Context: an optimization exercise on an open-source flow, tuned for a short achievable clock period and few clock cycles. The choices shown serve that exercise and are no tape-out recipe.
In this exercise RTL edits were held to simulation tests only and were not proved equivalent to the original.
Power is estimated from default activity; no workload was simulated.

### flow/flow/run.sh
#!/bin/bash
# The standard layout, with timing repair aiming for setup slack of
# SETUP_SLACK_MARGIN ns instead of 0, so the optimiser works on paths that
# already meet the 50 ns clock. The constraints (constraint.sdc) are unchanged.
set -euo pipefail
bash standard.sh SETUP_SLACK_MARGIN=28 finish > standard_flow.log 2>&1
### flow/standard.sh
#!/bin/bash
# synth_recipe.tcl (not shown) runs the flow's synth.tcl, then flattens the netlist and writes it again
# the make line also repeats each setting of config.mk as NAME=value (left out here)
make -C /OpenROAD-flow-scripts/flow DESIGN_CONFIG=/design/flow/config.mk WORK_HOME=/design/flow/orfs CLKGATE_MAP_FILE= SYNTH_SCRIPT=/design/flow/synth_recipe.tcl "${@:-finish}"
### flow/config.mk
export PLATFORM = sky130hd
export DESIGN_NAME = y86_seq
export DESIGN_NICKNAME = y86_seq
export VERILOG_FILES = /design/flow/design.v
export SDC_FILE = /design/flow/constraint.sdc
export NUM_CORES = 4
export LEC_CHECK = 0
export CAP_MARGIN = 20
export CORE_MARGIN = 2
export CORE_UTILIZATION = 20
export PLACE_DENSITY = 0.35
export SLEW_MARGIN = 20
### flow/constraint.sdc
create_clock -name core_clock -period 50.0 [get_ports {clk}]
set_input_delay 10.0000 -clock core_clock [delete_from_list [all_inputs] [get_ports {clk}]]
set_output_delay 10.0000 -clock core_clock [all_outputs]
set_load 0.01 [all_outputs]
### flow/design.v
module y86_seq(
    input clk,
    input rst,
    output [8 : 0]  imem_addr,
    input  [79 : 0] imem_data,
    output [11 : 0] dmem_addr,
    output [63 : 0] dmem_wdata,
    output          dmem_we,
    input  [63 : 0] dmem_rdata,
    output          halted,
    output [1 : 0]  stat,
    input  [3 : 0]  dbg_sel,
    output [63 : 0] dbg_data
);
    localparam [3:0] I_HALT = 4'd0, I_NOP = 4'd1, I_CMOV = 4'd2, I_IRMOV = 4'd3,
                     I_RMMOV = 4'd4, I_MRMOV = 4'd5, I_OP = 4'd6, I_JXX = 4'd7,
                     I_CALL = 4'd8, I_RET = 4'd9, I_PUSH = 4'd10, I_POP = 4'd11;
    localparam [3:0] RSP = 4'd4, RNONE = 4'd15;
    reg [63:0] rf [0:14];
    reg zf, sf, of;
    reg halted_r;
    reg [1:0] stat_r;
    assign halted = halted_r;
    assign stat = stat_r;
    assign dbg_data = (dbg_sel == RNONE) ? 64'd0 : rf[dbg_sel];
    function cond;
        input [3:0] fn;
        input z, s, o;
        begin
            case (fn)
                4'd0: cond = 1'b1;
                4'd1: cond = (s ^ o) | z;
                4'd2: cond = s ^ o;
                4'd3: cond = z;
                4'd4: cond = ~z;
                4'd5: cond = ~(s ^ o);
                4'd6: cond = ~(s ^ o) & ~z;
                default: cond = 1'b0;
            endcase
        end
    endfunction
    reg [11:0] pc;           
    reg pc_bad;              
    reg [11:0] ras [0:3];    
    reg [1:0] ras_sp;
    assign imem_addr = pc[11:3];
    reg x1v;
    reg [3:0] x1_ic, x1_fn, x1_ra, x1_rb;
    reg [63:0] x1_valc;
    reg [11:0] x1_valp;
    reg xret;                
    wire [63:0] sp = rf[RSP];
    wire [63:0] sp_m = sp - 64'd64;
    wire [63:0] sp_p = sp + 64'd64;
    wire [63:0] a1 = (x1_ra == RNONE) ? 64'd0 : rf[x1_ra];
    wire [63:0] b1 = (x1_rb == RNONE) ? 64'd0 : rf[x1_rb];
    wire [63:0] ea1 = b1 + x1_valc;
    reg [63:0] op1;
    always @(*) begin
        case (x1_fn[1:0])
            2'd0: op1 = a1 + b1;
            2'd1: op1 = a1 - b1;
            2'd2: op1 = a1 & b1;
            default: op1 = a1 ^ b1;
        endcase
    end
    wire nz1 = (op1 == 64'd0);
    wire ns1 = op1[63];
    wire no1 = (a1[63] == b1[63]) & (a1[63] != op1[63]);
    wire is_op1 = (x1_ic == I_OP);
    wire cnd1 = cond(x1_fn, zf, sf, of);
    reg [63:0] vale1, addr1, wdata1;
    reg [3:0] dste1, dstm1;
    reg mr1, mw1;
    always @(*) begin
        vale1 = 64'd0; addr1 = sp; wdata1 = a1;
        dste1 = RNONE; dstm1 = RNONE; mr1 = 1'b0; mw1 = 1'b0;
        case (x1_ic)
            I_CMOV: begin vale1 = a1; if (cnd1) dste1 = x1_rb; end
            I_IRMOV: begin vale1 = x1_valc; dste1 = x1_rb; end
            I_RMMOV: begin addr1 = ea1; mw1 = 1'b1; end
            I_MRMOV: begin addr1 = ea1; mr1 = 1'b1; dstm1 = x1_ra; end
            I_OP: begin vale1 = op1; dste1 = x1_rb; end
            I_CALL: begin vale1 = sp_m; addr1 = sp_m; wdata1 = {52'd0, x1_valp}; mw1 = 1'b1; dste1 = RSP; end
            I_RET: begin vale1 = sp_p; addr1 = sp; mr1 = 1'b1; dste1 = RSP; end
            I_PUSH: begin vale1 = sp_m; addr1 = sp_m; mw1 = 1'b1; dste1 = RSP; end
            I_POP: begin vale1 = sp_p; addr1 = sp; mr1 = 1'b1; dste1 = RSP; dstm1 = x1_ra; end
            default: ;
        endcase
    end
    wire mem1 = mr1 | mw1;
    wire err1 = x1v & mem1 & (addr1[63:12] != 52'd0);
    wire c1 = x1v & ~err1;
    wire zf1 = (c1 & is_op1) ? nz1 : zf;
    wire sf1 = (c1 & is_op1) ? ns1 : sf;
    wire of1 = (c1 & is_op1) ? no1 : of;
    wire xerr = err1;
    wire zf2 = zf1;
    wire sf2 = sf1;
    wire of2 = of1;
    assign dmem_addr = addr1[11:0];
    assign dmem_wdata = wdata1;
    assign dmem_we = ~halted_r & x1v & mw1 & ~err1;
    wire squash = xret & (dmem_rdata != {52'd0, pc});
    wire [7:0] fb0 = imem_data[79:72];
    wire [3:0] f1_ic = fb0[7:4];
    wire [3:0] f1_fn = fb0[3:0];
    wire [3:0] f1_ra = imem_data[71:68];
    wire [3:0] f1_rb = imem_data[67:64];
    function need_regids;
        input [3:0] ic;
        begin
            need_regids = (ic == I_CMOV) | (ic == I_IRMOV) | (ic == I_RMMOV) | (ic == I_MRMOV) |
                          (ic == I_OP) | (ic == I_PUSH) | (ic == I_POP);
        end
    endfunction
    function need_valc;
        input [3:0] ic;
        begin
            need_valc = (ic == I_IRMOV) | (ic == I_RMMOV) | (ic == I_MRMOV) | (ic == I_JXX) | (ic == I_CALL);
        end
    endfunction
    function invalid;
        input [3:0] ic, fn;
        begin
            case (ic)
                I_HALT: invalid = 1'b0;
                I_CMOV, I_JXX: invalid = (fn > 4'd6);
                I_OP: invalid = (fn > 4'd3);
                I_NOP, I_IRMOV, I_RMMOV, I_MRMOV, I_CALL, I_RET, I_PUSH, I_POP: invalid = (fn != 4'd0);
                default: invalid = 1'b1;
            endcase
        end
    endfunction
    wire f1_nr = need_regids(f1_ic);
    wire f1_nc = need_valc(f1_ic);
    wire f1_inv = invalid(f1_ic, f1_fn);
    wire [63:0] f1_valc = f1_nr ? imem_data[63:0] : imem_data[71:8];
    wire [1:0] f1_stat = pc_bad ? 2'd2 : f1_inv ? 2'd3 : (f1_ic == I_HALT) ? 2'd1 : 2'd0;
    wire [11:0] pc8 = pc + 12'd8;
    wire [11:0] pc16 = pc + 12'd16;
    wire [11:0] pc72 = pc + 12'd72;
    wire [11:0] pc80 = pc + 12'd80;
    wire [11:0] ras_top = ras[ras_sp];
    wire jcond = cond(f1_fn, zf2, sf2, of2);
    reg [11:0] npc;
    reg npc_bad_seq;     
    reg use_valc;
    reg do_push, do_pop;
    always @(*) begin
        use_valc = 1'b0; do_push = 1'b0; do_pop = 1'b0;
        npc = pc8;
        begin
            case (f1_ic)
                I_JXX: if (jcond) use_valc = 1'b1; else npc = pc72;
                I_CALL: begin use_valc = 1'b1; do_push = 1'b1; end
                I_RET: begin npc = ras_top; do_pop = 1'b1; end
                I_IRMOV, I_RMMOV, I_MRMOV: npc = pc80;
                default: npc = f1_nr ? pc16 : pc8;
            endcase
        end
    end
    wire [11:0] npc_f = use_valc ? f1_valc[11:0] : npc;
    wire npc_bad_f = use_valc ? (f1_valc > 64'd2400) : (npc > 12'd2400);
    integer i;
    always @(posedge clk) begin
        if (rst) begin
            rf[0] <= 64'd1;     rf[1] <= 64'd2;     rf[2] <= 64'd4;     rf[3] <= 64'd8;
            rf[4] <= 64'd256;   rf[5] <= 64'd32;    rf[6] <= 64'd64;    rf[7] <= 64'd128;
            rf[8] <= 64'd256;   rf[9] <= 64'd512;   rf[10] <= 64'd1024; rf[11] <= 64'd2048;
            rf[12] <= 64'd4096; rf[13] <= 64'd8192; rf[14] <= 64'd16384;
            zf <= 1'b0; sf <= 1'b0; of <= 1'b0;
            halted_r <= 1'b0;
            stat_r <= 2'd0;
            pc <= 12'd0;
            pc_bad <= 1'b0;
            x1v <= 1'b0;
            xret <= 1'b0;
            ras_sp <= 2'd0;
            ras[0] <= 12'd0; ras[1] <= 12'd0; ras[2] <= 12'd0; ras[3] <= 12'd0;
        end else if (!halted_r) begin
            for (i = 0; i < 15; i = i + 1) begin
                if (c1 && dstm1 == i) rf[i] <= dmem_rdata;
                else if (c1 && dste1 == i) rf[i] <= vale1;
            end
            zf <= zf2; sf <= sf2; of <= of2;
            x1_ic <= f1_ic; x1_fn <= f1_fn; x1_ra <= f1_ra; x1_rb <= f1_rb;
            x1_valc <= f1_valc; x1_valp <= pc72;
            if (xerr) begin
                halted_r <= 1'b1;
                stat_r <= 2'd2;
            end else if (squash) begin
                x1v <= 1'b0;
                    xret <= 1'b0;
                pc <= dmem_rdata[11:0];
                pc_bad <= (dmem_rdata > 64'd2400);
            end else if (f1_stat != 2'd0) begin
                halted_r <= 1'b1;
                stat_r <= f1_stat;
            end else begin
                x1v <= 1'b1;
                xret <= do_pop;
                pc <= npc_f;
                pc_bad <= npc_bad_f;
                if (do_push) begin
                    ras[ras_sp + 2'd1] <= pc72;
                    ras_sp <= ras_sp + 2'd1;
                end else if (do_pop) begin
                    ras_sp <= ras_sp - 2'd1;
                end
            end
        end
    end
endmodule
==> results of run 1 <==
==> layer usage <==
| layer | share of wire [%] | global-route usage [%] | up-vias |
|---|---|---|---|
| li1 | - | - | 42600 |
| met1 | 38 | 40.3 | 54000 |
| met3 | 12 | 12.4 | 3057 |
| met2 | 40 | 48.1 | 9437 |
| met4 | 10 | 28.5 | 46 |
| met5 | 0.089 | 0.499 | - |
==> cells in the final DEF, fill, tap and decap left out, types with 70 or more instances in the layout <==
cell type                         synthesis  layout
sky130_fd_sc_hd__buf_4                   46     512
sky130_fd_sc_hd__a222oi_1               137     137
sky130_fd_sc_hd__dfxtp_1                985     985
sky130_fd_sc_hd__o22ai_1                225     224
sky130_fd_sc_hd__clkbuf_16                0     163
sky130_fd_sc_hd__nor3_1                 175     160
sky130_fd_sc_hd__edfxtp_1               140     140
sky130_fd_sc_hd__xnor2_1                115     115
sky130_fd_sc_hd__a22oi_1                747     746
sky130_fd_sc_hd__mux2i_1                290     290
sky130_fd_sc_hd__a211oi_1               756     756
sky130_fd_sc_hd__o21ai_0                410     409
sky130_fd_sc_hd__o21a_1                  89      89
sky130_fd_sc_hd__ha_1                   193     193
sky130_fd_sc_hd__diode_2                  0     103
sky130_fd_sc_hd__nand3_1                282     281
sky130_fd_sc_hd__a21o_1                 109     109
sky130_fd_sc_hd__nor2_1                1157    1134
sky130_fd_sc_hd__nand2_1                607     600
sky130_fd_sc_hd__mux2_2                 112     112
sky130_fd_sc_hd__clkdlybuf4s50_1          0     235
sky130_fd_sc_hd__xor2_1                 122     122
sky130_fd_sc_hd__inv_1                  183     179
sky130_fd_sc_hd__nand4_1                209     209
sky130_fd_sc_hd__o211ai_1                70      70
sky130_fd_sc_hd__nor4_1                  83      80
sky130_fd_sc_hd__o221a_2                135      96
sky130_fd_sc_hd__a21oi_1               1235    1227
==> power groups by stage <==
stage	sequential, mW	clock (mW)	combinational (mW)
after floorplan	0.952	0	0.315
after global placement	0.962	0	0.614
after detailed placement	0.962	0	0.614
after CTS	0.942	1.23	0.639
after global routing	0.942	1.26	0.684
final	0.942	1.22	0.677
==> cell usage after synthesis, types with 29 or more instances <==
library cell	instances
sky130_fd_sc_hd__o221ai_1	116
sky130_fd_sc_hd__buf_6	48
sky130_fd_sc_hd__o31ai_1	33
sky130_fd_sc_hd__a22o_1	68
sky130_fd_sc_hd__a21oi_1	1235
sky130_fd_sc_hd__mux2i_1	290
sky130_fd_sc_hd__a211oi_1	756
sky130_fd_sc_hd__a221oi_1	65
sky130_fd_sc_hd__inv_1	183
sky130_fd_sc_hd__mux2_2	112
sky130_fd_sc_hd__nor4_1	83
sky130_fd_sc_hd__xnor2_1	115
sky130_fd_sc_hd__or4_1	29
sky130_fd_sc_hd__edfxtp_1	140
sky130_fd_sc_hd__nand3_1	282
sky130_fd_sc_hd__buf_2	196
sky130_fd_sc_hd__nand2b_1	64
sky130_fd_sc_hd__xor2_1	122
sky130_fd_sc_hd__nand3b_1	69
sky130_fd_sc_hd__nor2b_1	71
sky130_fd_sc_hd__dfxtp_1	985
sky130_fd_sc_hd__nand2_1	607
sky130_fd_sc_hd__buf_4	46
sky130_fd_sc_hd__o221a_2	135
sky130_fd_sc_hd__o22ai_1	225
sky130_fd_sc_hd__and3_1	47
sky130_fd_sc_hd__a22oi_1	747
sky130_fd_sc_hd__nor2_1	1157
sky130_fd_sc_hd__a21o_1	109
sky130_fd_sc_hd__clkbuf_1	904
sky130_fd_sc_hd__o211ai_1	70
sky130_fd_sc_hd__buf_1	87
sky130_fd_sc_hd__nand4_1	209
sky130_fd_sc_hd__nor3_1	175
sky130_fd_sc_hd__o21ai_0	410
sky130_fd_sc_hd__or3_1	62
sky130_fd_sc_hd__ha_1	193
sky130_fd_sc_hd__and2_1	33
sky130_fd_sc_hd__a222oi_1	137
sky130_fd_sc_hd__o21a_1	89
sky130_fd_sc_hd__a31oi_1	54
==> kinds of logic after synthesis <==
kind of cell	count (synthesis)	synth area share, %
AO/OA/AOI/OAI	4571	36.7
multiplexers	429	5.39
XOR/XNOR	237	2.42
AND/OR/NAND/NOR	3080	17.5
buffers and inverters	1467	7.32
adder cells (fa/ha/maj)	195	2.85
flip-flops	1125	27.9
==> flip-flops by register name, summed over array words and instances (netlist names), named ones only <==
name,count
x1_valc,64
rf,960
pc,12
x1_ic,4
ras_sp,2
xret,1
halted_r,1
of,1
sf,1
pc_bad,1
x1_ra,4
stat_r,2
zf,1
x1v,1
x1_fn,4
ras,48
x1_valp,12
x1_rb,4
==> per-stage QoR <==
stage,worst slack [ps],instance area (µm²),hold slack (ps)
detailed placement,25960,95600,471
floorplan,28290,85900,464
global placement,26030,95500,462
global route,27790,104000,515
CTS,27730,104000,481
finish,27770,105000,482
==> final timing paths <==
kind | depth (start not counted) | slack (ps) | to | from
worst max-delay path | 8 | 27770 | dbg_data[27] | dbg_sel[2]
worst min-delay path | 2 | 480 | rf[4][10]$_SDFFE_PP0P_ | rf[4][10]$_SDFFE_PP0P_
worst max register to register | 36 | 34710 | pc[1]$_SDFFE_PP0P_ | x1_rb[2]$_DFFE_PP_
worst min register to register | 2 | 480 | rf[4][10]$_SDFFE_PP0P_ | rf[4][10]$_SDFFE_PP0P_
==> cell type report <==
type	instances	area (µm²)
inverters	186	706
fillers	46300	323000
clock inverters	61	917
repair buffers	957	10000
well taps	5687	7120
clock buffers	207	4310
multi-input cells	8517	57300
diodes	103	258
flip-flops and latches	1125	23900
==> tightest hold or removal path: cells and delay by family, from the launching register on <==
family	cells	cell delay, ps
DFF	1	310
AOI/OAI and AO/OA	1	70
and+or+nand+nor	1	50
==> timing repair <==
item                       in CTS  in global routing
buffers inserted               59                 39
cloned                         45                  6
resized for setup             274                 99
hold endpoints to repair        0                  0
setup endpoints to repair      64                 64
pin swaps                      33                 73
==> results.cfg, run 1 <==
[placement]
port_buffers = 302
globalplace.congestion = 0.982
placed_cells = 16300
dpl.hpwl_mm = 494

[clock_tree]
cts.hold.buffers_added = 0
clk_latency_ps = 980
cts.sink_count = 1125
clkSlewWorstSetupHoldPaths_ps = 60
cts_root_buffer = sky130_fd_sc_hd__clkbuf_16
cts_max_path_buffers = 4
cts_max_level = 4
tritoncts_clock_tree = built
numCtsBuffers = 154

[timing]
total_neg_setup_slack_ps = 0
slew-limit-headroom_pct = 2.87
final_max_slew_viol_count = 0
fin_worst_skew_ps = 130
final_count_of_negative_setup_slack_endpoints = 0
timing_worst_slew_pin_value_ps = 1450
timing.final.hold_violations = 0
min_period_ps = 22230
timing.final.crit_share_pct = 44.5
max_freq_ghz = 0.0450
setup_repair_after_global_routing_missed_its_margin = yes

[logic_synthesis]
synthesis.instances = 11100
postSynthAreaPerCell_um2 = 7.73
netlist.top_cell.by_area = sky130_fd_sc_hd__dfxtp_1
synth-edff-count = 140
yosysSeqAreaShare_pct = 27.9
synth.cell_area_mm2 = 0.0859
ys.warnings.count = 2
synth_flop_cell = sky130_fd_sc_hd__dfxtp_1
netlist_top_cells_area = sky130_fd_sc_hd__dfxtp_1, sky130_fd_sc_hd__a21oi_1, sky130_fd_sc_hd__a211oi_1
ys_async_sr_fraction_pct = 0
synth.ff_latch_count = 1125
synth_top_cell_area_share_pct = 23.0
synth_fp_nets = 11400
distinct_cell_type_count_after_synthesis = 113

[die]
initial_utilization_pct = 20.1
chipHeight_um = 659
die-area_mm2 = 0.435
core_mm2 = 0.427
std_cell_rows = 240
design.portCount = 303
die_width_um = 659

[setup_path]
arrival_ps = 12230
cp_num_buf_inv = 3
worst_path_largest_cell_delay_ps = 620
cp_cell_sequence = buf_12 -> or4_4 -> buf_12 -> nand2_8 -> a21oi_1 -> nand4_1 -> o221a_2 -> clkdlybuf4s50_1
start_kind = primary input
worst_path_max_fanout = 16
crit_path_end_kind = output port
setup.worst_path.class = primary input to output port
critical-path-top-cell-by-count = sky130_fd_sc_hd__buf_12
crit_slowest_cell = sky130_fd_sc_hd__or4_4
critical-path-top-delay-family = simple AND/OR/NAND/NOR gates
critPathRequiredTime_ps = 40000

[power_and_ir_drop]
p_total_mw = 2.84
power_leakage_nw = 34.3
combPwrFrac_pct = 23.8
power_density_mw_per_mm2 = 27.2
peakVddDrop_v = 0.0000207
power.share.switching_pct = 36.0
power_frac_clock_pct = 43.0
p_switching_mw = 1.02
internal_power_mw = 1.82
p_seq_share_pct = 33.1

[grt]
grt_max_degree = 148
global_route.overflow_total = 0
initial_antenna_violation_count = 117
globalRouteTotalUtil_pct = 33.9
wire_length_of_the_first_global_routing_pass_mm = 997
number_of_global_route_vias_before_repair = 98600

[status]
outcome = finished clean

[flow_run]
max-cap-violations = 0

[drt]
avgRoutedWirePerCell_um = 46.1
drc_errors = 0
wl_mm = 776
via_count = 109000
first_pass_iters = 14
antenna_left = 0
route.detailed.vias_per_inst = 6.48
drt-initial-drc-count = 20600

[min_path]
worst_hold_path_type = register to register

[finish]
stdcell_count = 16800
final_core_util_pct = 24.5
finish.net_count = 11300
area.growth.synth_to_final_pct = 21.7
post_route_cells_drive_above_1_share_pct = 13.2
Testbench counts, summed over its fixed seeds: cycles 29,668.
==> run 2: changes to the inputs <==
--- a/flow/design.v
+++ b/flow/design.v
@@ -22,7 +22,23 @@
     reg [1:0] stat_r;
     assign halted = halted_r;
     assign stat = stat_r;
-    assign dbg_data = (dbg_sel == RNONE) ? 64'd0 : rf[dbg_sel];
+    function [63:0] sel4;
+        input [1:0] s;
+        input [63:0] d0, d1, d2, d3;
+        begin
+            case (s)
+                2'd0: sel4 = d0;
+                2'd1: sel4 = d1;
+                2'd2: sel4 = d2;
+                default: sel4 = d3;
+            endcase
+        end
+    endfunction
+    wire [63:0] dbg_g0 = sel4(dbg_sel[1:0], rf[0], rf[1], rf[2], rf[3]);
+    wire [63:0] dbg_g1 = sel4(dbg_sel[1:0], rf[4], rf[5], rf[6], rf[7]);
+    wire [63:0] dbg_g2 = sel4(dbg_sel[1:0], rf[8], rf[9], rf[10], rf[11]);
+    wire [63:0] dbg_g3 = sel4(dbg_sel[1:0], rf[12], rf[13], rf[14], 64'd0);
+    assign dbg_data = sel4(dbg_sel[3:2], dbg_g0, dbg_g1, dbg_g2, dbg_g3);
     function cond;
         input [3:0] fn;
         input z, s, o;
==> flow/flow/run.sh (replaced) <==
#!/bin/bash
# The standard layout, with timing repair aiming for setup slack of
# SETUP_SLACK_MARGIN ns instead of 0, so the optimiser works on paths that
# already meet the 50 ns clock. The constraints (constraint.sdc) are unchanged.
set -euo pipefail
bash standard.sh SETUP_SLACK_MARGIN=30 finish > standard_flow.log 2>&1
==> run 2 against run 1 <==
  * Still clean on timing, DRC and antenna
  * Power decreased by 0.41%
  * Clock skew decreased by 19 ps
  * Non-clock buffer count grew 106
  * Core utilization rose by 0.68 points
  * Largest cell class unchanged
  * Largest power group unchanged
  * Highest routed layer unchanged
==> results.cfg, run 2 <==
[die]
die-area_mm2 = 0.442
chipHeight_um = 665
core_mm2 = 0.435
die_width_um = 665
std_cell_rows = 242
design.portCount = 303
initial_utilization_pct = 20.1

[timing]
min_period_ps = 21970
final_count_of_negative_setup_slack_endpoints = 0
final_max_slew_viol_count = 0
timing.final.crit_share_pct = 43.9
total_neg_setup_slack_ps = 0
fin_worst_skew_ps = 112
setup_repair_after_global_routing_missed_its_margin = yes
timing.final.hold_violations = 0
slew-limit-headroom_pct = 3.18
max_freq_ghz = 0.0455
timing_worst_slew_pin_value_ps = 1450

[power_and_ir_drop]
power.share.switching_pct = 35.6
power_leakage_nw = 37.7
power_density_mw_per_mm2 = 25.9
internal_power_mw = 1.82
p_switching_mw = 1.01
peakVddDrop_v = 0.0000252
combPwrFrac_pct = 23.6
p_seq_share_pct = 33.2
power_frac_clock_pct = 43.2

[drt]
route.detailed.vias_per_inst = 6.41
via_count = 111000
met3_wl_post_dr_mm = 90.8
wl_mm = 750
met2WireLength_mm = 301
drt-initial-drc-count = 20400
top_layer = met5
routedLengthMet1_mm = 284
antenna_left = 0
first_pass_iters = 10
avgRoutedWirePerCell_um = 43.2
drc_errors = 0

[setup_path]
setup.worst_path.class = primary input to output port
crit_path_end_kind = output port
arrival_ps = 11970
start_kind = primary input
rr_worst_depth = 40
worst_path_max_fanout = 17
critPathRequiredTime_ps = 40000

[logic_synthesis]
synth-edff-count = 140
synth.ff_latch_count = 1125
yosysSeqAreaShare_pct = 27.4
ys_async_sr_fraction_pct = 0
yosysMostFrequentCell = sky130_fd_sc_hd__nor2_1
netlist_top_cells_area = sky130_fd_sc_hd__dfxtp_1, sky130_fd_sc_hd__a211oi_1, sky130_fd_sc_hd__a21oi_1
netlist_top_cells_count = sky130_fd_sc_hd__nor2_1, sky130_fd_sc_hd__nand2_1, sky130_fd_sc_hd__a21oi_1, sky130_fd_sc_hd__dfxtp_1, sky130_fd_sc_hd__clkbuf_1
synthesis.instances = 11500
synth_fp_nets = 11900
synth_top_cell_area_share_pct = 22.6
ys.warnings.count = 2
synth.cell_area_mm2 = 0.0873
distinct_cell_type_count_after_synthesis = 101
netlist.top_cell.by_area = sky130_fd_sc_hd__dfxtp_1
synth_flop_cell = sky130_fd_sc_hd__dfxtp_1
postSynthAreaPerCell_um2 = 7.56

[finish]
seq_area_mm2 = 0.0239
largest_register_ff_count = 960
reg_top3 = rf: 960 flops, x1_valc: 64 flops, ras: 48 flops
register_bank_with_the_most_flops = rf
final_common_cell = sky130_fd_sc_hd__nor2_1
commonest_cells_after_routing_fill_and_taps_aside = sky130_fd_sc_hd__nor2_1, sky130_fd_sc_hd__nand2_1, sky130_fd_sc_hd__dfxtp_1
fillerInstances = 47100
post_route_cells_drive_above_1_share_pct = 15.9
finish.net_count = 11800
area.growth.synth_to_final_pct = 25.2
stdcell_count = 17400
final_core_util_pct = 25.1
multiInputGateArea_mm2 = 0.0602

[clock_tree]
cts_root_buffer = sky130_fd_sc_hd__clkbuf_16
cts.hold.buffers_added = 0
tritoncts_clock_tree = built
cts_max_level = 4
clk_latency_ps = 950
cts.sink_count = 1125
clkSlewWorstSetupHoldPaths_ps = 50
cts_max_path_buffers = 4
numCtsBuffers = 156

[placement]
port_buffers = 302
placed_cells = 16800
dpl.hpwl_mm = 473
globalplace.congestion = 0.977

[grt]
initial_antenna_violation_count = 96
wire_length_of_the_first_global_routing_pass_mm = 979
global_route.overflow_total = 0
number_of_global_route_vias_before_repair = 101000
grt_max_degree = 128
globalRouteTotalUtil_pct = 32.3

[flow_run]
max-cap-violations = 0

[min_path]
worst_hold_path_type = register to register
hold_depth = 2

[status]
outcome = finished clean
==> run 2: power groups by stage <==
stage | combinational (mW) | sequential (mW) | clock, mW
after floorplan | 0.293 | 0.949 | 0
after global placement | 0.563 | 0.958 | 0
after detailed placement | 0.563 | 0.958 | 0
after CTS | 0.627 | 0.939 | 1.23
after global routing | 0.675 | 0.939 | 1.25
final | 0.669 | 0.939 | 1.22
==> run 2: through the flow <==
| step | instance area, µm² | hold slack (ps) | power (mW) | setup slack, ps |
|---|---|---|---|---|
| CTS | 108000 | 489 | 2.79 | 28160 |
| global route | 109000 | 516 | 2.87 | 28090 |
| detailed placement | 97200 | 483 | 1.52 | 25720 |
| floorplan | 87700 | 446 | 1.24 | 28760 |
| finish | 109000 | 489 | 2.83 | 28030 |
| global placement | 97200 | 478 | 1.52 | 25720 |
==> run 2: cell type report <==
| cell class | count | share of cell area (%) |
|---|---|---|
| repair buffers | 1063 | 10.9 |
| clock inverters | 58 | 0.701 |
| inverters | 166 | 0.590 |
| flip-flops and latches | 1125 | 21.9 |
| clock buffers | 216 | 4.09 |
| well taps | 5734 | 6.57 |
| diodes | 67 | 0.153 |
| multi-input cells | 8941 | 55.1 |
==> run 2: path summary, 6_finish.rpt <==
path                                          from                  end  slack (ps)
worst max-delay path                    dbg_sel[2]         dbg_data[36]       28030
worst min register to register   xret$_SDFFE_PP0P_    xret$_SDFFE_PP0P_         490
worst max register to register  x1_rb[2]$_DFFE_PP_  pc_bad$_SDFFE_PP0P_       34990
worst min-delay path             xret$_SDFFE_PP0P_    xret$_SDFFE_PP0P_         490
==> run 2: logic make-up (layout without fill, tap and decap cells) <==
family	Yosys count	in the layout	synth area share (%)
buf+inv	1478	1503	6.92
simple gates	3975	3975	21.0
compound gates	4022	4022	31.4
xor+xnor	278	278	2.79
fa+ha+maj	195	195	2.80
other cells	0	67	0
flops	1125	1125	27.4
mux	471	471	7.66
==> run 2: critical path: stages <==
cell and delay (ps):
sky130_fd_sc_hd__buf_8 220, sky130_fd_sc_hd__buf_8 230, sky130_fd_sc_hd__buf_16 260, sky130_fd_sc_hd__nand2b_4 160
sky130_fd_sc_hd__buf_12 210, sky130_fd_sc_hd__o21ai_1 300, sky130_fd_sc_hd__o2bb2ai_4 260, sky130_fd_sc_hd__buf_6 160
==> run 2: timing repair <==
action,4_1_cts,5_1_grt
endpoints found under the setup margin,65,65
gates cloned,57,3
pin swaps,84,87
gates resized for setup,819,221
setup buffers,135,40
==> run 2: routing by layer <==
metal / GRT usage (%) / vias to the layer above
met1: 39.2 / 55200
li1: - / 43400
met2: 45.7 / 9679
met3: 11.7 / 2990
met5: 0.119 / -
met4: 25.7 / 42
Testbench counts of run 2, summed over its fixed seeds: cycles 29,668.

==> re-timing with driven ports <==
No port has a modelled driver above. Below, the same layouts with a new extraction and two added sets of constraints.
Step 1: set_driving_cell puts a clkbuf_16 on clk and a buf_2 on each other input, an assumption about the parent block.
Step 2 also shifts input and output timing later by t, the mid clock arrival at the registers, as if the neighbouring blocks saw the same clock.
a / b / c = no drivers / after step 1 / after step 2; a / b = the first two.
run	shift t [ns]	setup slack, ns	hold slack, ns	latest minus earliest clock arrival (ns)	worst register clock-pin slew, ns
run 1	1.034	27.773 / 27.694 / 27.694	0.482 / 0.482 / 0.482	0.130 / 0.130	0.07 / 0.07
run 2	1.028	28.028 / 27.675 / 27.675	0.489 / 0.489 / 0.489	0.112 / 0.112	0.08 / 0.08
After both steps setup and hold are still met in every run listed. For run 2, which loses most, drivers alone change the setup slack by -0.353 ns; drivers and shift together by -0.353 ns.
